This is an optimization exercise on Yosys and OpenROAD, whose aim is small area and few clock cycles, not a production implementation. The RTL was checked by simulation tests, not by an equivalence proof against the original design.

Setup of run 2:
==> flow/design.v <==
module huffman(
  input  logic       clk,
  input  logic       rst_n,
  input  logic       in_valid,
  input  logic [7:0] gray_data,
  output logic       CNT_valid,
  output logic [7:0] CNT1, CNT2, CNT3, CNT4, CNT5, CNT6,
  output logic       code_valid,
  output logic [7:0] HC1, HC2, HC3, HC4, HC5, HC6,
  output logic [7:0] M1, M2, M3, M4, M5, M6
);
  localparam logic [2:0] IDLE = 3'd0, COUNT = 3'd1, MG2 = 3'd2, MG3 = 3'd3,
                         MG4 = 3'd4, MG5 = 3'd5;
  logic [2:0] st;
  logic [6:0] ncnt [6];    
  logic [6:0] cnt [6];
  always_comb for (int x = 0; x < 6; x++) cnt[x] = ~ncnt[x];
  logic [5:0] z;           
  assign z[5] = 1'b0;      
  logic       rel [6][6];  
  logic [2:0] par [6];
  always_comb for (int x = 0; x < 6; x++) par[x] = cnt[x][2:0];
  logic [4:0] val [6];
  logic merge1, merging, late, clr;
  assign merge1  = (st == COUNT) & ~in_valid;
  assign merging = merge1 | (st >= MG2);
  assign late    = (st >= MG3);
  assign clr     = (st == IDLE) & ~in_valid;
  logic [5:0] pix;
  always_comb begin
    pix[5] = in_valid &  gray_data[2] &  gray_data[1];
    pix[4] = in_valid &  gray_data[2] & ~gray_data[1] &  gray_data[0];
    pix[3] = in_valid &  gray_data[2] & ~gray_data[1] & ~gray_data[0];
    pix[2] = in_valid & ~gray_data[2] &  gray_data[1] &  gray_data[0];
    pix[1] = in_valid & ~gray_data[2] &  gray_data[1] & ~gray_data[0];
    pix[0] = in_valid & ~gray_data[2] & ~gray_data[1] &  gray_data[0];
  end
  logic [5:0] a, b, sa, sb, r, d, gt;
  always_comb begin
    for (int x = 0; x < 6; x++) begin
      a[x] = 1'b1;
      b[x] = 1'b1;
      for (int y = 0; y < 6; y++)
        if (y < x) a[x] = a[x] & rel[y][x];
        else if (y > x) a[x] = a[x] & ~rel[x][y];
    end
    for (int x = 0; x < 6; x++) begin
      b[x] = ~a[x];
      for (int y = 0; y < 6; y++)
        if (y < x) b[x] = b[x] & (rel[y][x] | a[y]);
        else if (y > x) b[x] = b[x] & (~rel[x][y] | a[y]);
    end
    sa = merging ? a : pix;
    sb = merging ? b : 6'b0;
    for (int x = 0; x < 6; x++) begin
      r[x] = sa[x] | sb[x];
      for (int y = 0; y < x; y++) r[x] = r[x] & ~(sa[y] | sb[y]);
    end
    d = (sa | sb) & ~r;
    for (int j = 0; j < 6; j++) begin
      gt[j] = 1'b0;
      for (int x = j + 1; x < 6; x++) gt[j] = gt[j] | r[x];
    end
  end
  logic [6:0] ca, cb, sum;
  always_comb begin
    ca = '0;
    cb = '0;
    for (int x = 0; x < 6; x++) begin
      ca = ca | (cnt[x] & {7{sa[x]}});
      cb = cb | (cnt[x] & {7{sb[x]}});
    end
    sum = ca + cb + {6'b0, in_valid};
  end
  logic [5:0] xb;
  always_comb begin
    for (int j = 0; j < 6; j++) begin
      logic t;
      t = merging & ~(late & z[j]) | gt[j];
      for (int k = 0; k < 7; k++)
        t = (~sum[k] & cnt[j][k]) | (~sum[k] & t) | (cnt[j][k] & t);
      xb[j] = t;
    end
  end
  logic [5:0] dead, ina, inb;
  logic [2:0] ridx;
  always_comb begin
    for (int x = 0; x < 6; x++) dead[x] = &cnt[x][6:4];
    ina[0] = a[0];
    inb[0] = b[0];
    for (int s = 1; s < 6; s++) begin
      logic pa, pb;
      pa = ina[0];
      pb = inb[0];
      for (int q = 1; q < s; q++)
        if (par[s] == 3'(q)) begin
          pa = ina[q];
          pb = inb[q];
        end
      ina[s] = dead[s] ? pa : a[s];
      inb[s] = dead[s] ? pb : b[s];
    end
    ridx = 3'd0;
    for (int x = 0; x < 6; x++) if (r[x]) ridx = ridx | 3'(x);
  end
  logic [4:0] above [6];
  logic [4:0] vnext [6];
  always_comb begin
    for (int s = 0; s < 6; s++) begin
      above[s][4] = 1'b0;
      for (int j = 3; j >= 0; j--) above[s][j] = above[s][j + 1] | val[s][j + 1];
      for (int j = 0; j < 5; j++)
        vnext[s][j] = above[s][j] ? val[s][j] :
                      val[s][j]   ? ~inb[s] :
                      (j > 0) & (ina[s] | inb[s]) & val[s][(j > 0) ? j - 1 : 0];
    end
  end
  always_ff @(posedge clk) begin
    for (int x = 0; x < 6; x++) begin
      if (r[x] | clr) ncnt[x] <= ~sum;
      else if (d[x]) ncnt[x] <= ~{4'b1110, ridx};
    end
    for (int x = 0; x < 5; x++) begin
      if (clr) z[x] <= 1'b0;
      else if (r[x] & late) z[x] <= 1'b1;
    end
    for (int i = 0; i < 6; i++)
      for (int j = i + 1; j < 6; j++) begin
        if (clr) rel[i][j] <= 1'b1;
        else if (d[j]) rel[i][j] <= 1'b0;
        else if (d[i]) rel[i][j] <= 1'b1;
        else if (r[i]) rel[i][j] <= ~xb[j];
        else if (r[j]) rel[i][j] <= xb[i];
      end
    for (int s = 0; s < 6; s++) begin
      if (!merging) val[s] <= 5'b00001;
      else val[s] <= vnext[s];
    end
  end
  always_ff @(posedge clk or negedge rst_n) begin
    if (!rst_n) st <= IDLE;
    else begin
      case (st)
        IDLE:    st <= in_valid ? COUNT : IDLE;
        COUNT:   st <= in_valid ? COUNT : MG2;
        MG2:     st <= MG3;
        MG3:     st <= MG4;
        MG4:     st <= MG5;
        default: st <= IDLE;
      endcase
    end
  end
  logic last;
  assign last = (st == MG5);
  logic [4:0] hc [6];
  logic [4:0] mk [6];
  always_comb begin
    for (int s = 0; s < 6; s++) begin
      hc[s] = {5{last}} & val[s] & (above[s] | {5{ina[s]}});
      mk[s] = {{4{last}} & (above[s][4:1] | val[s][4:1]), last};
    end
  end
  assign CNT_valid  = merge1;
  assign code_valid = last;
  assign CNT1 = {1'b0, cnt[0] & {7{merge1}}};
  assign CNT2 = {1'b0, cnt[1] & {7{merge1}}};
  assign CNT3 = {1'b0, cnt[2] & {7{merge1}}};
  assign CNT4 = {1'b0, cnt[3] & {7{merge1}}};
  assign CNT5 = {1'b0, cnt[4] & {7{merge1}}};
  assign CNT6 = {1'b0, cnt[5] & {7{merge1}}};
  assign HC1 = {3'b0, hc[0]};
  assign HC2 = {3'b0, hc[1]};
  assign HC3 = {3'b0, hc[2]};
  assign HC4 = {3'b0, hc[3]};
  assign HC5 = {3'b0, hc[4]};
  assign HC6 = {3'b0, hc[5]};
  assign M1 = {3'b0, mk[0]};
  assign M2 = {3'b0, mk[1]};
  assign M3 = {3'b0, mk[2]};
  assign M4 = {3'b0, mk[3]};
  assign M5 = {3'b0, mk[4]};
  assign M6 = {3'b0, mk[5]};
endmodule
==> flow/config.mk <==
export PLATFORM = sky130hd
export DESIGN_NAME = huffman
export DESIGN_NICKNAME = huffman
export VERILOG_FILES = /design/flow/design.v
export SDC_FILE = /design/flow/constraint.sdc
export NUM_CORES = 4
export LEC_CHECK = 0
export ABC_AREA = 1
export ABC_CLOCK_PERIOD_IN_PS = 12000
export CAP_MARGIN = 0
export CORE_MARGIN = 2
export CORE_UTILIZATION = 50
export GPL_TIMING_DRIVEN = 0
export SLEW_MARGIN = 0
==> flow/constraint.sdc <==
create_clock -name core_clock -period 12.0 [get_ports {clk}]
set_input_delay 2.4000 -clock core_clock [delete_from_list [all_inputs] [get_ports {clk}]]
set_output_delay 2.4000 -clock core_clock [all_outputs]
set_load 0.01 [all_outputs]
standard.sh (not shown) runs the stock make flow with config.mk's settings and CLKGATE_MAP_FILE= SYNTH_SCRIPT=/design/flow/synth_recipe.tcl, a recipe that flattens the netlist after the stock synthesis.
==> flow/flow/run.sh <==
#!/bin/bash
# Own layout flow: the standard synthesis, then its combinational logic
# re-mapped for area (every flip-flop kept as the standard synthesis made
# it, same instance name and cell), then the standard layout steps with
# small port buffers, one tie cell for the constant outputs and a clock
# tree of small buffers without dummy loads. Each tool's output goes to a log file here.
set -euo pipefail
here=$(pwd)
res=$here/orfs/results/$FLOW_PLATFORM/huffman/base
lib=$FLOW_HOME/platforms/$FLOW_PLATFORM/lib/sky130_fd_sc_hd__tt_025C_1v80.lib
yosys_bin=${YOSYS_EXE:-$FLOW_HOME/../tools/install/yosys/bin/yosys}

# 1. standard synthesis, netlist only
bash standard.sh "$res/1_2_yosys.v" > "$here/flow_synth.log" 2>&1
cp "$res/1_2_yosys.v" "$here/standard_synth.v"

# 2. re-map the combinational logic for area
grep -o 'cell *( *"\?sky130_fd_sc_hd__[a-z0-9_]*' "$lib" | sed 's/.*(\s*"\?//' \
  | grep -E "__(df|edf|sdf|sedf|dl|conb|lpflow|probe)" | tr '\n' ' ' > "$here/keep_cells.txt"
REOPT_LIB=$lib REOPT_KEEP=$here/keep_cells.txt REOPT_IN=$here/standard_synth.v \
  REOPT_OUT=$here/reopt.v REOPT_SCRIPT=$here/flow/area.abc \
  "$yosys_bin" -c "$here/flow/reopt.tcl" > "$here/flow_reopt.log" 2>&1
cp "$here/reopt.v" "$res/1_2_yosys.v"
rm -f "$res/1_synth.odb" "$res/1_synth.sdc"

# 3. the standard layout from there, ports buffered with the smallest buffer
cts="-sink_clustering_enable -repair_clock_nets -dont_use_dummy_load"
cts="$cts -buf_list sky130_fd_sc_hd__clkbuf_4 -root_buf sky130_fd_sc_hd__clkbuf_8"
cts="$cts -sink_clustering_size 30 -sink_clustering_max_diameter 100"
bash standard.sh "BUFFER_PORTS_ARGS=-buffer_cell sky130_fd_sc_hd__buf_1" \
  SKIP_REPAIR_TIE_FANOUT=1 "CTS_ARGS=$cts" finish \
  > "$here/flow_layout.log" 2>&1
Other scripts of this flow, unchanged in this note and not shown: flow/flow/area.abc, flow/flow/reopt.tcl
Run 2 completed end to end with timing, DRC and antenna clean.
Testbench counts of run 2, summed over its fixed seeds: cycles 20,344.
> inputs changed (run 2 -> run 5)
--- a/flow/design.v
+++ b/flow/design.v
@@ -18,8 +18,8 @@
   logic [5:0] z;           
   assign z[5] = 1'b0;      
   logic       rel [6][6];  
-  logic [2:0] par [6];
-  always_comb for (int x = 0; x < 6; x++) par[x] = cnt[x][2:0];
+  logic [2:0] par [6];     
+  localparam logic [17:0] PMASK = {3'b111, 3'b011, 3'b011, 3'b001, 3'b000, 3'b000};
   logic [4:0] val [6];
   logic merge1, merging, late, clr;
   assign merge1  = (st == COUNT) & ~in_valid;
@@ -118,7 +118,7 @@
   always_ff @(posedge clk) begin
     for (int x = 0; x < 6; x++) begin
       if (r[x] | clr) ncnt[x] <= ~sum;
-      else if (d[x]) ncnt[x] <= ~{4'b1110, ridx};
+      else if (d[x]) ncnt[x] <= ~(sum | 7'b1110000);
     end
     for (int x = 0; x < 5; x++) begin
       if (clr) z[x] <= 1'b0;
@@ -135,6 +135,7 @@
     for (int s = 0; s < 6; s++) begin
       if (!merging) val[s] <= 5'b00001;
       else val[s] <= vnext[s];
+      if (d[s]) par[s] <= ridx & PMASK[3*s +: 3];
     end
   end
   always_ff @(posedge clk or negedge rst_n) begin
Notes after the runs:
- Run 5 was carried through to the last stage, and its layout satisfied the timing, design-rule and antenna checks.
- Run 5 has global-route usage below what run 2 had.
- Measured against run 2, the wire length of run 5 comes out at 0.921 times the reference value.
- Summary of run 5 over run 2: stage delay of the slowest cell on the critical path shows a reduction of 670 ps; post-synthesis to final-layout area growth now larger; post-route cell area flat; minimum clock period went down by 1480 ps.
- Starting density of the core, run 5 and run 2: higher on run 2
- Run 5: sequential share of layout area 3.4 points above run 2
- Per the comparison of run 5 with run 2, core utilization comparable; cell area after synthesis now sits lower; clock slew seen by the registers of the worst setup and hold paths held.
Testbench counts of run 5, summed over its fixed seeds: cycles 20,344.

[port drivers added, routing unchanged]
No port has a modelled driver above. Below, the same layouts with a new extraction and two added sets of constraints. Step 1: set_driving_cell puts a clkbuf_16 on clk and a buf_2 on each other input, an assumption about the parent block. Step 2 times the ports against the registers' clock, not the clock port: input delays grow and output delays shrink by t, the midpoint of the rising clock arrivals with the driver on. Slacks: no drivers / after step 1 / after step 2; pairs: no drivers / after step 1.
run | shift t [ns] | slack for setup (ns) | slew at the worst register clock pin (ns) | worst data-port slew with drivers (ns) | cell pins on the clock port's net
run 2 | 0.414 | 1.626 / 1.642 / 1.228 | 0.10 / 0.10 | 0.03 | 1
run 5 | 0.418 | 3.104 / 3.117 / 2.698 | 0.10 / 0.10 | 0.03 | 1
After both steps every run listed still meets setup and hold. The setup slack of run 5, which loses most, moves by +0.013 ns with the drivers and by -0.406 ns with both steps.
